This is an optimization exercise on Yosys and OpenROAD, whose aim is small area, not a production implementation. Function was checked by simulation only, so behaviour that the tests miss may differ from the original. No activity file was given, so power comes from the tool's default toggle rates.

==> flow/design.v <==
module UnitGenerator
(
  input  CLK,           
  input  rst,           
  output wire UnitClock,
  output wire UnitTick,  
  input  PIN_24,  
  input  PIN_23,
  input  PIN_22,
  input  PIN_21,
  input  PIN_19,  
  input  PIN_18,
  input  PIN_17,
  input  PIN_16,
  input  PIN_15,
  input  PIN_14
  );
  reg        morse_clk;
  reg [8:0]  hi;
  reg [27:0] lo;
  wire [3:0] m = {PIN_24, PIN_23, PIN_22, PIN_21};
  wire [5:0] s = {PIN_19, PIN_18, PIN_17, PIN_16, PIN_15, PIN_14};
  reg [31:0] t1;   
  always @(*)
    case (s)
      6'd0: t1 = 32'h08000000;
      6'd1: t1 = 32'h16000000;
      6'd2: t1 = 32'h08000000;
      6'd3: t1 = 32'h05333333;
      6'd4: t1 = 32'h04000000;
      6'd5: t1 = 32'h03200000;
      6'd6: t1 = 32'h02666666;
      6'd7: t1 = 32'h02285714;
      6'd8: t1 = 32'h02000000;
      6'd9: t1 = 32'h01777777;
      6'd10: t1 = 32'h01600000;
      6'd11: t1 = 32'h01454545;
      6'd12: t1 = 32'h01333333;
      6'd13: t1 = 32'h01230769;
      6'd14: t1 = 32'h01142857;
      6'd15: t1 = 32'h01066666;
      6'd16: t1 = 32'h01000000;
      6'd17: t1 = 32'h00941176;
      6'd18: t1 = 32'h00888888;
      6'd19: t1 = 32'h00842105;
      6'd20: t1 = 32'h00800000;
      6'd21: t1 = 32'h00761904;
      6'd22: t1 = 32'h00727272;
      6'd23: t1 = 32'h00695652;
      6'd24: t1 = 32'h00666666;
      6'd25: t1 = 32'h00640000;
      6'd26: t1 = 32'h00615384;
      6'd27: t1 = 32'h00592592;
      6'd28: t1 = 32'h00571428;
      6'd29: t1 = 32'h00551724;
      6'd30: t1 = 32'h00533333;
      6'd31: t1 = 32'h00516129;
      6'd32: t1 = 32'h00500000;
      6'd33: t1 = 32'h00484848;
      6'd34: t1 = 32'h00470588;
      6'd35: t1 = 32'h00457142;
      6'd36: t1 = 32'h00444444;
      6'd37: t1 = 32'h00432432;
      6'd38: t1 = 32'h00421052;
      6'd39: t1 = 32'h00410256;
      6'd40: t1 = 32'h00400000;
      6'd41: t1 = 32'h00390243;
      6'd42: t1 = 32'h00380952;
      6'd43: t1 = 32'h00372093;
      6'd44: t1 = 32'h00363636;
      6'd45: t1 = 32'h00355555;
      6'd46: t1 = 32'h00347826;
      6'd47: t1 = 32'h00340425;
      6'd48: t1 = 32'h00333333;
      6'd49: t1 = 32'h00326530;
      6'd50: t1 = 32'h00320000;
      6'd51: t1 = 32'h00313725;
      6'd52: t1 = 32'h00307692;
      6'd53: t1 = 32'h00301886;
      6'd54: t1 = 32'h00296296;
      6'd55: t1 = 32'h00290909;
      6'd56: t1 = 32'h00285714;
      6'd57: t1 = 32'h00280701;
      6'd58: t1 = 32'h00275862;
      6'd59: t1 = 32'h00271186;
      6'd60: t1 = 32'h00266666;
      6'd61: t1 = 32'h00262295;
      6'd62: t1 = 32'h00258064;
      6'd63: t1 = 32'h00253968;
    endcase
  reg [27:0] lo_inc;
  reg [8:0]  hi_inc;
  reg        c;
  integer i;
  always @(*) begin
    c = 1'b1;
    for (i = 0; i < 7; i = i + 1) begin
      lo_inc[4*i]   = lo[4*i] ^ c;
      lo_inc[4*i+1] = (lo[4*i+1] ^ (c & lo[4*i])) & ~(c & lo[4*i+3]);
      lo_inc[4*i+2] = lo[4*i+2] ^ (c & lo[4*i+1] & lo[4*i]);
      lo_inc[4*i+3] = lo[4*i+3] ^ (c & lo[4*i] & (lo[4*i+3] | (lo[4*i+2] & lo[4*i+1])));
      c = c & lo[4*i+3] & lo[4*i];
    end
    hi_inc = hi + {8'd0, c};
  end
  wire ones = hi[8] & hi[7] & hi[5] & hi[3] & hi[2] & hi[0]
            & lo[26] & ~lo[25] & ~lo[24]                  
            & lo[23] & lo[20]                             
            & lo[18] & lo[17] & ~lo[16]                   
            & lo[14] & lo[13] & lo[12]                    
            & ~lo[10] & lo[9] & ~lo[8]                    
            & lo[7] & lo[4]                               
            & lo[2] & ~lo[1] & lo[0];                     
  function ge(input [31:0] a, input [31:0] b, input integer w);
    integer k;
    reg g;
    begin
      g = 1'b1;
      for (k = 0; k < w; k = k + 1)
        g = (a[k] & ~b[k]) | (a[k] & g) | (~b[k] & g);
      ge = g;
    end
  endfunction
  reg [31:0] t;
  reg        mok;
  always @(*) begin
    t = t1; mok = 1'b1;
    case (m)
      4'b0001: t = t1;
      4'b0010: t = {4'd0, t1[31:4]};
      4'b0100: t = {12'd0, t1[31:12]};
      4'b1000: t = {24'd0, t1[31:24]};
      default: mok = 1'b0;
    endcase
  end
  wire ge_sel = mok & ((hi > {5'd0, t[31:28]}) | ((hi == {5'd0, t[31:28]}) & ge({4'd0, lo}, {4'd0, t[27:0]}, 28)));
  wire hit = ones || (ge_sel && s != 6'd0);
  always @(posedge CLK)
    if (rst) begin
      morse_clk <= 1'b1;
      hi <= 9'd0;
      lo <= 28'd0;
    end else if (hit) begin
      morse_clk <= ~morse_clk;
      hi <= 9'd0;
      lo <= 28'd0;
    end else begin
      hi <= hi_inc;
      lo <= lo_inc;
    end
  assign UnitClock = morse_clk;
  assign UnitTick = hit & ~morse_clk;
endmodule
module Sentence
  (
    input  CLK,
    input  rst,        
    input  UnitTick,   
    output wire ONOFF,
    output wire isDash
  );
  localparam [1:0] SEG_S2 = 2'b00;
  localparam [1:0] SEG_S1 = 2'b01;
  localparam [1:0] SEG_O  = 2'b10;
  reg [1:0] seg;
  reg [3:0] rem;
  reg       onoff;
  reg       indash;
  reg [1:0] seg_n;
  reg [3:0] rem_n;
  always @(*) begin
    seg_n = seg;
    rem_n = rem;
    if (rst) begin
      seg_n = SEG_S2;
      rem_n = 4'd0;
    end else if (UnitTick) begin
      if (rem == 4'd0) begin
        seg_n = (seg == SEG_S2) ? SEG_S1 : (seg == SEG_S1) ? SEG_O : SEG_S2;
        rem_n = (seg == SEG_S1) ? 4'd15 : 4'd9;
      end else
        rem_n = rem - 4'd1;
    end
  end
  wire on_n   = (rem_n[3] | rem_n[2]) & (seg_n[1] ? ~(rem_n[1] & rem_n[0]) : ~rem_n[0]);
  always @(posedge CLK) begin
    seg    <= seg_n;
    rem    <= rem_n;
    onoff  <= on_n;
    indash <= on_n & seg_n[1];
  end
  assign ONOFF = onoff;
  assign isDash = indash;
endmodule
module LaserMorse_Top #(parameter CLK_SPEED=16_000_000)
  (input  CLK,           
   input  rst,           
   output PIN_12,
   output PIN_13,
   output LED,
   output USBPU,   
   input  PIN_24,  
   input  PIN_23,  
   input  PIN_22,  
   input  PIN_21,  
   input  PIN_19,  
   input  PIN_18,
   input  PIN_17,
   input  PIN_16,
   input  PIN_15,
   input  PIN_14
    );
  wire unitClock;
  wire unitTick;
  wire ledOnOff;
  wire isDash;
  UnitGenerator unit(.CLK(CLK), .rst(rst),
                     .UnitClock(unitClock), .UnitTick(unitTick),
                     .PIN_24(PIN_24), .PIN_23(PIN_23), .PIN_22(PIN_22), .PIN_21(PIN_21),
                     .PIN_19(PIN_19), .PIN_18(PIN_18), .PIN_17(PIN_17),
                     .PIN_16(PIN_16), .PIN_15(PIN_15), .PIN_14(PIN_14));
  Sentence sentence(.CLK(CLK), .rst(rst), .UnitTick(unitTick),
                    .ONOFF(ledOnOff), .isDash(isDash));
  assign LED = ledOnOff;
  assign PIN_13 = ledOnOff;
  assign PIN_12 = isDash;
  assign USBPU = 1'b0;
endmodule
clock: 130.0 ns
lec_check: 0
cap_margin: 0
core_margin: 2
core_utilization: 40
gpl_timing_driven: 0
slew_margin: 0
standard.sh (not shown) runs the stock make flow with config.mk's settings and CLKGATE_MAP_FILE= SYNTH_SCRIPT=/design/flow/synth_recipe.tcl, a recipe that flattens the netlist after the stock synthesis.
==> flow/flow/run.sh <==
#!/bin/bash
# Own layout flow: the standard layout (standard.sh) with these changes:
#  - synthesis maps the logic with an area-only ABC script (flow/abc_min.script:
#    a long AIG optimisation, then mapping with area recovery)
#    instead of ORFS's abc_area.script (which buffers and upsizes for a delay
#    target), and leaves adders to ABC instead of mapping them to ha/fa cells
#    first. Everything else is ORFS's synth.tcl as synth_recipe.tcl runs it, so
#    the registers are the standard ones.
#  - port buffers, and synthesis's buffers for outputs that share a net, are
#    the smallest buffer, sky130_fd_sc_hd__buf_1.
#  - clock tree synthesis gets its arguments from flow/cts_args (ORFS's own
#    arguments, the buffer list and no dummy loads).
set -euo pipefail
here=$(pwd)
flowdir=$here/flow

sed -e "s|^source \$::env(SCRIPTS_DIR)/synth_preamble.tcl\$|&\nset abc_args [lreplace \$abc_args 1 1 $flowdir/abc_min.script]|" \
    -e 's|^  \[env_var_exists_and_non_empty ADDER_MAP_FILE\] &&$|  0 \&\&|' \
  "$FLOW_HOME/scripts/synth.tcl" > "$here/synth_min.tcl"
grep -q "abc_min.script" "$here/synth_min.tcl"
grep -q "^  0 &&" "$here/synth_min.tcl"
sed "s|^source \$::env(SCRIPTS_DIR)/synth.tcl\$|source $here/synth_min.tcl|" \
  "$here/synth_recipe.tcl" > "$here/synth_own.tcl"
grep -q "synth_min.tcl" "$here/synth_own.tcl"

bash "$here/standard.sh" SYNTH_SCRIPT="$here/synth_own.tcl" \
  "BUFFER_PORTS_ARGS=-buffer_cell sky130_fd_sc_hd__buf_1" \
  "MIN_BUF_CELL_AND_PORTS=sky130_fd_sc_hd__buf_1 A X" \
  "CTS_ARGS=$(cat "$flowdir/cts_args")" finish > "$here/flow_make.log" 2>&1
==> flow/flow/abc_min.script <==
strash
&get -n
&deepsyn -T 150
&nf -R 1000 -p
&put
topo
==> flow/flow/cts_args <==
-sink_clustering_enable -repair_clock_nets -buf_list sky130_fd_sc_hd__clkbuf_8 -dont_use_dummy_load
The baseline went through all stages and came out clean.
Change:
--- a/flow/config.mk
+++ b/flow/config.mk
@@ -7,3 +7,3 @@
 export LEC_CHECK = 0
-export CAP_MARGIN = 0
+export CAP_MARGIN = 20
 export CORE_MARGIN = 2
@@ -11,2 +11,2 @@
 export GPL_TIMING_DRIVEN = 0
-export SLEW_MARGIN = 0
+export SLEW_MARGIN = 20
Worst setup slack gains 85 ps.
Total power stays flat.
Hold slack gets better by 6.0 ps.
Wire length rose by 0.61%.
Die area stays the same.
Synthesized area does not change.
Combinational power went down by about 2%.

## port drivers added, routing unchanged
No port has a modelled driver above. Below, the same layouts with a new extraction and two added sets of constraints.
Step 1 (the two cells are an assumption about what drives the block):
set clk [get_ports {CLK}]
set_driving_cell -lib_cell sky130_fd_sc_hd__clkbuf_16 $clk
set_driving_cell -lib_cell sky130_fd_sc_hd__buf_2 [delete_from_list [all_inputs] $clk]
Step 2 adds t to the input delays and takes it off the output delays; t is the mean of the earliest and latest rising clock arrival at the registers after step 1. Input paths then give back, and output paths get back, about the clock's delay inside the block.
Three values: ideal ports, drivers, drivers and shift; two values: the first two.
run | t (ns) | slack for setup (ns) | worst setup path at the end | worst data-port slew with drivers (ns) | cell pins on the clock port's net
the first run | 0.325 | 94.800 / 94.804 / 94.480 | input to register | 0.03 | 1
the second run | 0.331 | 94.885 / 94.893 / 94.562 | input to register | 0.04 | 1
After both steps setup and hold are still met in every run listed. The setup slack of the second run, which loses most, moves by +0.008 ns with the drivers and by -0.323 ns with both steps.
